What follows belongs to an exercise in optimizing a design on an open flow for small area and a short achievable clock period; a production flow would make more cautious choices. At most, simulation tests tie the RTL to the original design; equivalence was not proved. Power figures rest on the tool's default switching activity, not on a simulated workload.

==> inputs of ember <==
// fadd_sub
module fadd_sub(
  input  logic        clk_i,
  input  logic [31:0] operand_a,
  input  logic [31:0] operand_b,
  output logic [31:0] result_o
);
export LEC_CHECK = 0
export ABC_AREA = 1
export CAP_MARGIN = 20
export CORE_MARGIN = 2
export CORE_UTILIZATION = 40
export SLEW_MARGIN = 20
export TNS_END_PERCENT = 0
create_clock -name core_clock -period 12.0 [get_ports {clk_i}]
standard.sh (not shown) runs the stock make flow with config.mk's settings and CLKGATE_MAP_FILE= SYNTH_SCRIPT=/design/flow/synth_recipe.tcl, a recipe that flattens the netlist after the stock synthesis.
==> flow/flow/run.sh <==
#!/bin/bash
# Own layout flow: the standard ORFS flow (standard.sh), with these changes:
#  - ports are buffered with sky130_fd_sc_hd__buf_1 (which repair may upsize)
#    instead of the clkdlybuf4s50_1 that buffer_ports picks by default;
#  - repair_timing aims for a setup slack margin of MARGIN ns (flow/margin);
#  - if flow/abc.script exists, synthesis is the standard synthesis script
#    with that ABC script for the combinational mapping (flow/my_synth.tcl);
#    flip-flops are mapped before ABC runs, so registers are unchanged;
#  - any extra ORFS variables listed in flow/env (KEY=VALUE lines).
# Every tool's output goes to the ORFS logs under orfs/logs, and make's own
# output to standard.log in this folder.
set -euo pipefail
MARGIN=$(cat flow/margin 2>/dev/null || echo 5)
export BUFFER_PORTS_ARGS="-buffer_cell sky130_fd_sc_hd__buf_1"
if [[ -f flow/env ]]; then set -a; source flow/env; set +a; fi
EXTRA=()
if [[ -f flow/abc.script ]]; then
  export MY_ABC_SCRIPT="$PWD/flow/abc.script"
  EXTRA+=("SYNTH_SCRIPT=$PWD/flow/my_synth.tcl")
fi
bash standard.sh "${EXTRA[@]}" SETUP_SLACK_MARGIN=$MARGIN finish > standard.log 2>&1
==> flow/flow/abc.script <==
strash
dch
map -B 0.9 -D 4000
topo
stime -c
buffer -c
upsize -c -D 4000
dnsize -c -D 4000
==> flow/flow/env <==
CTS_ARGS="-sink_clustering_enable -repair_clock_nets -dont_use_dummy_load -buf_list sky130_fd_sc_hd__clkbuf_8"
==> flow/flow/margin <==
6.3
==> flow/flow/my_synth.tcl <==
# The standard synthesis script (synth_recipe.tcl), except that Yosys's abc
# step runs the ABC script named by MY_ABC_SCRIPT instead of ORFS's.
proc synth {args} { yosys synth -nofsm -noshare {*}$args }
proc abc {args} {
  set i [lsearch -exact $args -script]
  if {$i >= 0 && [info exists ::env(MY_ABC_SCRIPT)] && $::env(MY_ABC_SCRIPT) ne ""} {
    lset args [expr {$i + 1}] $::env(MY_ABC_SCRIPT)
  }
  yosys abc {*}$args
}
source $::env(SCRIPTS_DIR)/synth.tcl
# left out here: clear keep_hierarchy, flatten, clean up, hide names made inside functions, write 1_2_yosys.v
==> delta: changes against ember <==
--- a/flow/design.v
+++ b/flow/design.v
@@ -66,30 +66,34 @@
   wire        zero = (d[7:5] != 3'd0);                      
   wire        sub = sa ^ sb;
   wire [23:0] m_big   = a_gt_b ? ma : mb;
   wire [23:0] m_small = a_gt_b ? mb_s : ma_s;
   wire [23:0] sh1 = d[0] ? {1'b0, m_small[23:1]} : m_small;
   wire [23:0] sh2 = d[1] ? {2'b0, sh1[23:2]} : sh1;
   wire [23:0] sh4 = d[2] ? {4'b0, sh2[23:4]} : sh2;
   wire [23:0] sh8 = d[3] ? {8'b0, sh4[23:8]} : sh4;
-  wire [23:0] sh16 = d[4] ? {16'b0, sh8[23:16]} : sh8;
-  wire [23:0] y = (zero ? 24'd0 : sh16) ^ {24{sub}};
   logic        r_sign, r_sub;
   logic [7:0]  r_exp;
   logic [23:0] r_x, r_y;
+  logic [4:4] r_d;
+  logic        r_zero;
   always_ff @(posedge clk_i) begin
     r_sign <= a_gt_b ? sa : sb;
     r_sub  <= sub;
     r_exp  <= a_gt_b ? ea : eb;
     r_x    <= m_big;
-    r_y    <= y;
+    r_y    <= sh8;
+    r_d    <= d[4:4];
+    r_zero <= zero;
   end
-  wire [24:0] p = {r_x ^ r_y, 1'b0};
-  wire [24:0] g = {r_x & r_y, r_sub};
+  wire [23:0] r_sh16 = r_d[4] ? {16'b0, r_y[23:16]} : r_y;
+  wire [23:0] y = (r_zero ? 24'd0 : r_sh16) ^ {24{r_sub}};
+  wire [24:0] p = {r_x ^ y, 1'b0};
+  wire [24:0] g = {r_x & y, r_sub};
   wire [24:0] s;    
   wire cg12 = g[1] | (p[1] & g[0]);
   wire cp12 = p[1] & p[0];
   wire cg13 = g[3] | (p[3] & g[2]);
   wire cp13 = p[3] & p[2];
   wire cg14 = g[5] | (p[5] & g[4]);
   wire cp14 = p[5] & p[4];
   wire cg15 = g[7] | (p[7] & g[6]);
==> flow/flow/margin (replaced) <==
5.8
- CTS_BUF_LIST: default -> sky130_fd_sc_hd__clkbuf_8
- TNS_END_PERCENT: 0 -> default
removed: flow/flow/abc.script
removed: flow/flow/env
removed: flow/flow/my_synth.tcl
==> notes <==
- delta went through all stages and came out clean. ember ran to the end with no violations.
- Maximum frequency: delta is lower than ember (3.3%).
- In delta the sequential power is higher than in ember, by about 16%.
- Of delta and ember, ember has the higher critical path depth (gap 1).
- Against ember, the die area of delta is higher by 8.9%.

* * *

==> inputs of run a <==
Another version of the RTL of fadd_sub (not shown whole).
Settings: LEC_CHECK=0, ABC_AREA=1, CAP_MARGIN=20, CORE_MARGIN=2, CORE_UTILIZATION=40, SLEW_MARGIN=20; clock period 12.0 ns.
==> flow/flow/run.sh <==
#!/bin/bash
# Own layout flow: the standard ORFS flow (standard.sh), with these changes:
#  - ports are buffered with sky130_fd_sc_hd__buf_1 (which repair may upsize)
#    instead of the clkdlybuf4s50_1 that buffer_ports picks by default;
#  - repair_timing aims for a setup slack margin of MARGIN ns (flow/margin);
#  - if flow/abc.script exists, synthesis is the standard synthesis script
#    with its ABC step replaced (flow/my_synth.tcl): the logic from the
#    registers to result_o is mapped with flow/abc_out.script (if present),
#    the rest with flow/abc.script. Flip-flops are mapped before ABC runs, so
#    the registers are exactly the standard synthesis's;
#  - any extra ORFS variables listed in flow/env (KEY=VALUE lines), and
#    make variable assignments in flow/make_args (one line).
# Every tool's output goes to the ORFS logs under orfs/logs, and make's own
# output to standard.log in this folder.
set -euo pipefail
MARGIN=$(cat flow/margin 2>/dev/null || echo 5)
export BUFFER_PORTS_ARGS="-buffer_cell sky130_fd_sc_hd__buf_1"
if [[ -f flow/env ]]; then set -a; source flow/env; set +a; fi
EXTRA=()
if [[ -f flow/abc.script ]]; then
  export MY_ABC_SCRIPT="$PWD/flow/abc.script"
  if [[ -f flow/abc_out.script ]]; then export MY_ABC_OUT_SCRIPT="$PWD/flow/abc_out.script"; fi
  EXTRA+=("SYNTH_SCRIPT=$PWD/flow/my_synth.tcl")
fi
if [[ -f flow/make_args ]]; then read -r -a MARGS < flow/make_args; EXTRA+=("${MARGS[@]}"); fi
bash standard.sh "${EXTRA[@]}" SETUP_SLACK_MARGIN=$MARGIN finish > standard.log 2>&1
==> flow/flow/abc.script <==
strash
dch
map -B 0.9 -D 4400
strash
dch
map -B 0.9 -D 4400
topo
stime -c
buffer -c
upsize -c -D 4400
dnsize -c -D 4400
==> flow/flow/env <==
CTS_ARGS="-sink_clustering_enable -repair_clock_nets -dont_use_dummy_load -buf_list sky130_fd_sc_hd__clkbuf_4"
ADDER_MAP_FILE=
==> flow/flow/my_synth.tcl <==
# The standard synthesis script (synth_recipe.tcl), except that Yosys's abc
# step maps the logic that drives the outputs (from the registers to result_o)
# with the ABC script MY_ABC_OUT_SCRIPT, and the rest with MY_ABC_SCRIPT.
proc synth {args} { yosys synth -nofsm -noshare {*}$args }
proc abc {args} {
  set i [lsearch -exact $args -script]
  if {[info exists ::env(MY_ABC_OUT_SCRIPT)] && $::env(MY_ABC_OUT_SCRIPT) ne ""} {
    set out_args $args
    lset out_args [expr {$i + 1}] $::env(MY_ABC_OUT_SCRIPT)
    yosys select -set outcone o:result_o %ci*:-sky130_fd_sc_hd__dfxtp_1
    yosys abc {*}$out_args @outcone
    yosys select -clear
  }
  if {[info exists ::env(MY_ABC_SCRIPT)] && $::env(MY_ABC_SCRIPT) ne ""} {
    lset args [expr {$i + 1}] $::env(MY_ABC_SCRIPT)
  }
  yosys abc {*}$args
}
source $::env(SCRIPTS_DIR)/synth.tcl
# left out here: clear keep_hierarchy, flatten, clean up, hide names made inside functions, write 1_2_yosys.v
Other scripts of this flow, unchanged in this note and not shown: flow/flow/margin
==> inputs of run b, as changes to run a <==
--- a/flow/design.v
+++ b/flow/design.v
@@ -107,32 +107,32 @@
   wire fcg20 = fcg18 | (fcp18 & fcg17);
   wire fcp20 = fcp18 & fcp17;
   wire fcg21 = fcg19 | (fcp19 & fcg20);
   wire        f_gt = fcg21;    
   wire        a_gt_b = a_exp_gt | (exp_eq & f_gt);
-  wire [4:0]  ds = d[4:0] | {5{d[7:5] != 3'd0}};    
+  wire        zero = (d[7:5] != 3'd0);                      
   wire        sub = sa ^ sb;
   wire [23:0] m_big   = a_gt_b ? ma : mb;
   wire [23:0] m_small = a_gt_b ? mb_s : ma_s;
-  wire [23:0] sh1 = ds[0] ? {1'b0, m_small[23:1]} : m_small;
-  wire [23:0] sh2 = ds[1] ? {2'b0, sh1[23:2]} : sh1;
-  wire [23:0] sh4 = ds[2] ? {4'b0, sh2[23:4]} : sh2;
-  wire [23:0] sh8 = ds[3] ? {8'b0, sh4[23:8]} : sh4;
-  wire [23:0] sh16 = ds[4] ? {16'b0, sh8[23:16]} : sh8;
-  wire [23:0] y = sh16 ^ {24{sub}};
+  wire [23:0] sh1 = d[0] ? {1'b0, m_small[23:1]} : m_small;
+  wire [23:0] sh2 = d[1] ? {2'b0, sh1[23:2]} : sh1;
+  wire [23:0] sh4 = d[2] ? {4'b0, sh2[23:4]} : sh2;
+  wire [23:0] sh8 = d[3] ? {8'b0, sh4[23:8]} : sh4;
+  wire [23:0] sh16 = d[4] ? {16'b0, sh8[23:16]} : sh8;
+  wire [23:0] y = (zero ? 24'd0 : sh16) ^ {24{sub}};
   logic        r_sign, r_sub;
   logic [7:0]  r_exp;
-  logic [23:0] r_x, r_y;
+  logic [23:0] r_p, r_g;
   always_ff @(posedge clk_i) begin
     r_sign <= a_gt_b ? sa : sb;
     r_sub  <= sub;
     r_exp  <= a_gt_b ? ea : eb;
-    r_x    <= m_big;
-    r_y    <= y;
+    r_p    <= m_big ^ y;
+    r_g    <= m_big & y;
   end
-  wire [24:0] p = {r_x ^ r_y, 1'b0};
-  wire [24:0] g = {r_x & r_y, r_sub};
+  wire [24:0] p = {r_p, 1'b0};
+  wire [24:0] g = {r_g, r_sub};
   wire [24:0] s;    
   wire cg12 = g[1] | (p[1] & g[0]);
   wire cp12 = p[1] & p[0];
   wire cg13 = g[3] | (p[3] & g[2]);
   wire cp13 = p[3] & p[2];
==> flow/flow/run.sh (replaced) <==
#!/bin/bash
# Own layout flow: the standard ORFS flow (standard.sh), with these changes:
#  - ports are buffered with sky130_fd_sc_hd__buf_1 (which repair may upsize)
#    instead of the clkdlybuf4s50_1 that buffer_ports picks by default;
#  - repair_timing aims for a setup slack margin of MARGIN ns (flow/margin);
#  - if flow/abc.script exists, synthesis is the standard synthesis script
#    with that ABC script for the combinational mapping (flow/my_synth.tcl);
#    flip-flops are mapped before ABC runs, so registers are unchanged;
#  - any extra ORFS variables listed in flow/env (KEY=VALUE lines).
# Every tool's output goes to the ORFS logs under orfs/logs, and make's own
# output to standard.log in this folder.
set -euo pipefail
MARGIN=$(cat flow/margin 2>/dev/null || echo 5)
export BUFFER_PORTS_ARGS="-buffer_cell sky130_fd_sc_hd__buf_1"
if [[ -f flow/env ]]; then set -a; source flow/env; set +a; fi
EXTRA=()
if [[ -f flow/abc.script ]]; then
  export MY_ABC_SCRIPT="$PWD/flow/abc.script"
  EXTRA+=("SYNTH_SCRIPT=$PWD/flow/my_synth.tcl")
fi
bash standard.sh "${EXTRA[@]}" SETUP_SLACK_MARGIN=$MARGIN finish > standard.log 2>&1
==> flow/flow/abc.script (replaced) <==
strash
dch
map -B 0.9 -D 4000
topo
stime -c
buffer -c
upsize -c -D 4000
dnsize -c -D 4000
==> flow/flow/env (replaced) <==
CTS_ARGS="-sink_clustering_enable -repair_clock_nets -dont_use_dummy_load -buf_list sky130_fd_sc_hd__clkbuf_8"
==> flow/flow/my_synth.tcl (replaced) <==
# The standard synthesis script (synth_recipe.tcl), except that Yosys's abc
# step runs the ABC script named by MY_ABC_SCRIPT instead of ORFS's.
proc synth {args} { yosys synth -nofsm -noshare {*}$args }
proc abc {args} {
  set i [lsearch -exact $args -script]
  if {$i >= 0 && [info exists ::env(MY_ABC_SCRIPT)] && $::env(MY_ABC_SCRIPT) ne ""} {
    lset args [expr {$i + 1}] $::env(MY_ABC_SCRIPT)
  }
  yosys abc {*}$args
}
source $::env(SCRIPTS_DIR)/synth.tcl
# left out here: clear keep_hierarchy, flatten, clean up, hide names made inside functions, write 1_2_yosys.v
==> inputs of run c, as changes to run a <==
--- a/flow/design.v
+++ b/flow/design.v
@@ -60,67 +60,21 @@
   assign d[4] = a_exp_gt ? (xp[4] ^ (gE[3] | (pE[3] & ~corr))) : ~(xp[4] ^ (gE[3] | (pE[3] & corr)));
   assign d[5] = a_exp_gt ? (xp[5] ^ (gE[4] | (pE[4] & ~corr))) : ~(xp[5] ^ (gE[4] | (pE[4] & corr)));
   assign d[6] = a_exp_gt ? (xp[6] ^ (gE[5] | (pE[5] & ~corr))) : ~(xp[6] ^ (gE[5] | (pE[5] & corr)));
   assign d[7] = a_exp_gt ? (xp[7] ^ (gE[6] | (pE[6] & ~corr))) : ~(xp[7] ^ (gE[6] | (pE[6] & corr)));
   wire [23:0] ma_s = ma, mb_s = mb;
-  wire [22:0] cg = operand_a[22:0] & ~operand_b[22:0];
-  wire [22:0] cp = operand_a[22:0] | ~operand_b[22:0];
-  wire fcg0 = cg[1] | (cp[1] & cg[0]);
-  wire fcp0 = cp[1] & cp[0];
-  wire fcg1 = cg[3] | (cp[3] & cg[2]);
-  wire fcp1 = cp[3] & cp[2];
-  wire fcg2 = cg[5] | (cp[5] & cg[4]);
-  wire fcp2 = cp[5] & cp[4];
-  wire fcg3 = cg[7] | (cp[7] & cg[6]);
-  wire fcp3 = cp[7] & cp[6];
-  wire fcg4 = cg[9] | (cp[9] & cg[8]);
-  wire fcp4 = cp[9] & cp[8];
-  wire fcg5 = cg[11] | (cp[11] & cg[10]);
-  wire fcp5 = cp[11] & cp[10];
-  wire fcg6 = cg[13] | (cp[13] & cg[12]);
-  wire fcp6 = cp[13] & cp[12];
-  wire fcg7 = cg[15] | (cp[15] & cg[14]);
-  wire fcp7 = cp[15] & cp[14];
-  wire fcg8 = cg[17] | (cp[17] & cg[16]);
-  wire fcp8 = cp[17] & cp[16];
-  wire fcg9 = cg[19] | (cp[19] & cg[18]);
-  wire fcp9 = cp[19] & cp[18];
-  wire fcg10 = cg[21] | (cp[21] & cg[20]);
-  wire fcp10 = cp[21] & cp[20];
-  wire fcg11 = fcg1 | (fcp1 & fcg0);
-  wire fcp11 = fcp1 & fcp0;
-  wire fcg12 = fcg3 | (fcp3 & fcg2);
-  wire fcp12 = fcp3 & fcp2;
-  wire fcg13 = fcg5 | (fcp5 & fcg4);
-  wire fcp13 = fcp5 & fcp4;
-  wire fcg14 = fcg7 | (fcp7 & fcg6);
-  wire fcp14 = fcp7 & fcp6;
-  wire fcg15 = fcg9 | (fcp9 & fcg8);
-  wire fcp15 = fcp9 & fcp8;
-  wire fcg16 = cg[22] | (cp[22] & fcg10);
-  wire fcp16 = cp[22] & fcp10;
-  wire fcg17 = fcg12 | (fcp12 & fcg11);
-  wire fcp17 = fcp12 & fcp11;
-  wire fcg18 = fcg14 | (fcp14 & fcg13);
-  wire fcp18 = fcp14 & fcp13;
-  wire fcg19 = fcg16 | (fcp16 & fcg15);
-  wire fcp19 = fcp16 & fcp15;
-  wire fcg20 = fcg18 | (fcp18 & fcg17);
-  wire fcp20 = fcp18 & fcp17;
-  wire fcg21 = fcg19 | (fcp19 & fcg20);
-  wire        f_gt = fcg21;    
-  wire        a_gt_b = a_exp_gt | (exp_eq & f_gt);
-  wire [4:0]  ds = d[4:0] | {5{d[7:5] != 3'd0}};    
+  wire        a_gt_b = a_exp_gt | (exp_eq & (operand_a[22:0] > operand_b[22:0]));
+  wire        zero = (d[7:5] != 3'd0);                      
   wire        sub = sa ^ sb;
   wire [23:0] m_big   = a_gt_b ? ma : mb;
   wire [23:0] m_small = a_gt_b ? mb_s : ma_s;
-  wire [23:0] sh1 = ds[0] ? {1'b0, m_small[23:1]} : m_small;
-  wire [23:0] sh2 = ds[1] ? {2'b0, sh1[23:2]} : sh1;
-  wire [23:0] sh4 = ds[2] ? {4'b0, sh2[23:4]} : sh2;
-  wire [23:0] sh8 = ds[3] ? {8'b0, sh4[23:8]} : sh4;
-  wire [23:0] sh16 = ds[4] ? {16'b0, sh8[23:16]} : sh8;
-  wire [23:0] y = sh16 ^ {24{sub}};
+  wire [23:0] sh1 = d[0] ? {1'b0, m_small[23:1]} : m_small;
+  wire [23:0] sh2 = d[1] ? {2'b0, sh1[23:2]} : sh1;
+  wire [23:0] sh4 = d[2] ? {4'b0, sh2[23:4]} : sh2;
+  wire [23:0] sh8 = d[3] ? {8'b0, sh4[23:8]} : sh4;
+  wire [23:0] sh16 = d[4] ? {16'b0, sh8[23:16]} : sh8;
+  wire [23:0] y = (zero ? 24'd0 : sh16) ^ {24{sub}};
   logic        r_sign, r_sub;
   logic [7:0]  r_exp;
   logic [23:0] r_x, r_y;
   always_ff @(posedge clk_i) begin
     r_sign <= a_gt_b ? sa : sb;
==> flow/flow/run.sh (replaced) <==
#!/bin/bash
# Own layout flow: the standard ORFS flow (standard.sh), with these changes:
#  - ports are buffered with sky130_fd_sc_hd__buf_1 (which repair may upsize)
#    instead of the clkdlybuf4s50_1 that buffer_ports picks by default;
#  - repair_timing aims for a setup slack margin of MARGIN ns (flow/margin);
#  - if flow/abc.script exists, synthesis is the standard synthesis script
#    with that ABC script for the combinational mapping (flow/my_synth.tcl);
#    flip-flops are mapped before ABC runs, so registers are unchanged;
#  - any extra ORFS variables listed in flow/env (KEY=VALUE lines).
# Every tool's output goes to the ORFS logs under orfs/logs, and make's own
# output to standard.log in this folder.
set -euo pipefail
MARGIN=$(cat flow/margin 2>/dev/null || echo 5)
export BUFFER_PORTS_ARGS="-buffer_cell sky130_fd_sc_hd__buf_1"
if [[ -f flow/env ]]; then set -a; source flow/env; set +a; fi
EXTRA=()
if [[ -f flow/abc.script ]]; then
  export MY_ABC_SCRIPT="$PWD/flow/abc.script"
  EXTRA+=("SYNTH_SCRIPT=$PWD/flow/my_synth.tcl")
fi
bash standard.sh "${EXTRA[@]}" SETUP_SLACK_MARGIN=$MARGIN finish > standard.log 2>&1
==> flow/flow/abc.script (replaced) <==
strash
dch -f
map -B 0.9 -D 4000
mfs2
topo
stime -c
buffer -c
upsize -c -D 4000
dnsize -c -D 4000
==> flow/flow/env (replaced) <==
CTS_ARGS="-sink_clustering_enable -repair_clock_nets -dont_use_dummy_load -buf_list sky130_fd_sc_hd__clkbuf_8"
==> flow/flow/my_synth.tcl (replaced) <==
# The standard synthesis script (synth_recipe.tcl), except that Yosys's abc
# step runs the ABC script named by MY_ABC_SCRIPT instead of ORFS's.
proc synth {args} { yosys synth -nofsm -noshare {*}$args }
proc abc {args} {
  set i [lsearch -exact $args -script]
  if {$i >= 0 && [info exists ::env(MY_ABC_SCRIPT)] && $::env(MY_ABC_SCRIPT) ne ""} {
    lset args [expr {$i + 1}] $::env(MY_ABC_SCRIPT)
  }
  yosys abc {*}$args
}
source $::env(SCRIPTS_DIR)/synth.tcl
# left out here: clear keep_hierarchy, flatten, clean up, hide names made inside functions, write 1_2_yosys.v
==> notes <==
Run b finished clean. Run c aborted during synthesis (1_2_yosys). Run a completed with no timing, DRC or antenna violations.
Between run a and run b, the lower sequential power is in run a (gap 10%, measured against run b).
Against run b, the clock power of run a is smaller by 23%.
Against run b, the synthesized cell count of run a is larger by 5.6%.
Against run a, the routed wire length of run b is larger by 9.0%.
Against run b, the fmax of run a is higher by about 0.5%.
Against run a, the core utilization of run b is higher by 1.0 points.
The RTL of run b was laid out without a check of its function.

-- separate check: timing with driven ports --
How much do the figures lean on ideal ports? The routed layouts below were timed once more, with nothing changed but the port constraints. Step 1 sets driving cells, clkbuf_16 on the clock port and buf_2 on the other inputs (assumed; they add their load-dependent delay and slew). Step 2, shift: input delay + t, output delay - t, t = (earliest + latest rising clock arrival at the registers) / 2. This alone moves slack from input paths to output paths. Three values: no drivers, after step 1, after step 2; two values: the first two.
run | shift t [ns] | slack for setup (ns) | worst setup path at the end | slew at the worst register clock pin (ns) | pins driven straight from the clock port
ember | 0.346 | 6.465 / 6.432 / 6.267 | input to register | 0.06 / 0.06 | 1
delta | 0.348 | 6.276 / 6.247 / 6.154 | input to register | 0.06 / 0.06 | 1
run a | 0.423 | 6.524 / 6.495 / 6.108 | input to register | 0.10 / 0.10 | 1
run b | 0.343 | 6.496 / 6.468 / 6.175 | input to register | 0.06 / 0.06 | 1
After both steps setup and hold are still met in every run listed. For run a, which loses most, drivers alone change the setup slack by -0.029 ns; drivers and shift together by -0.416 ns.
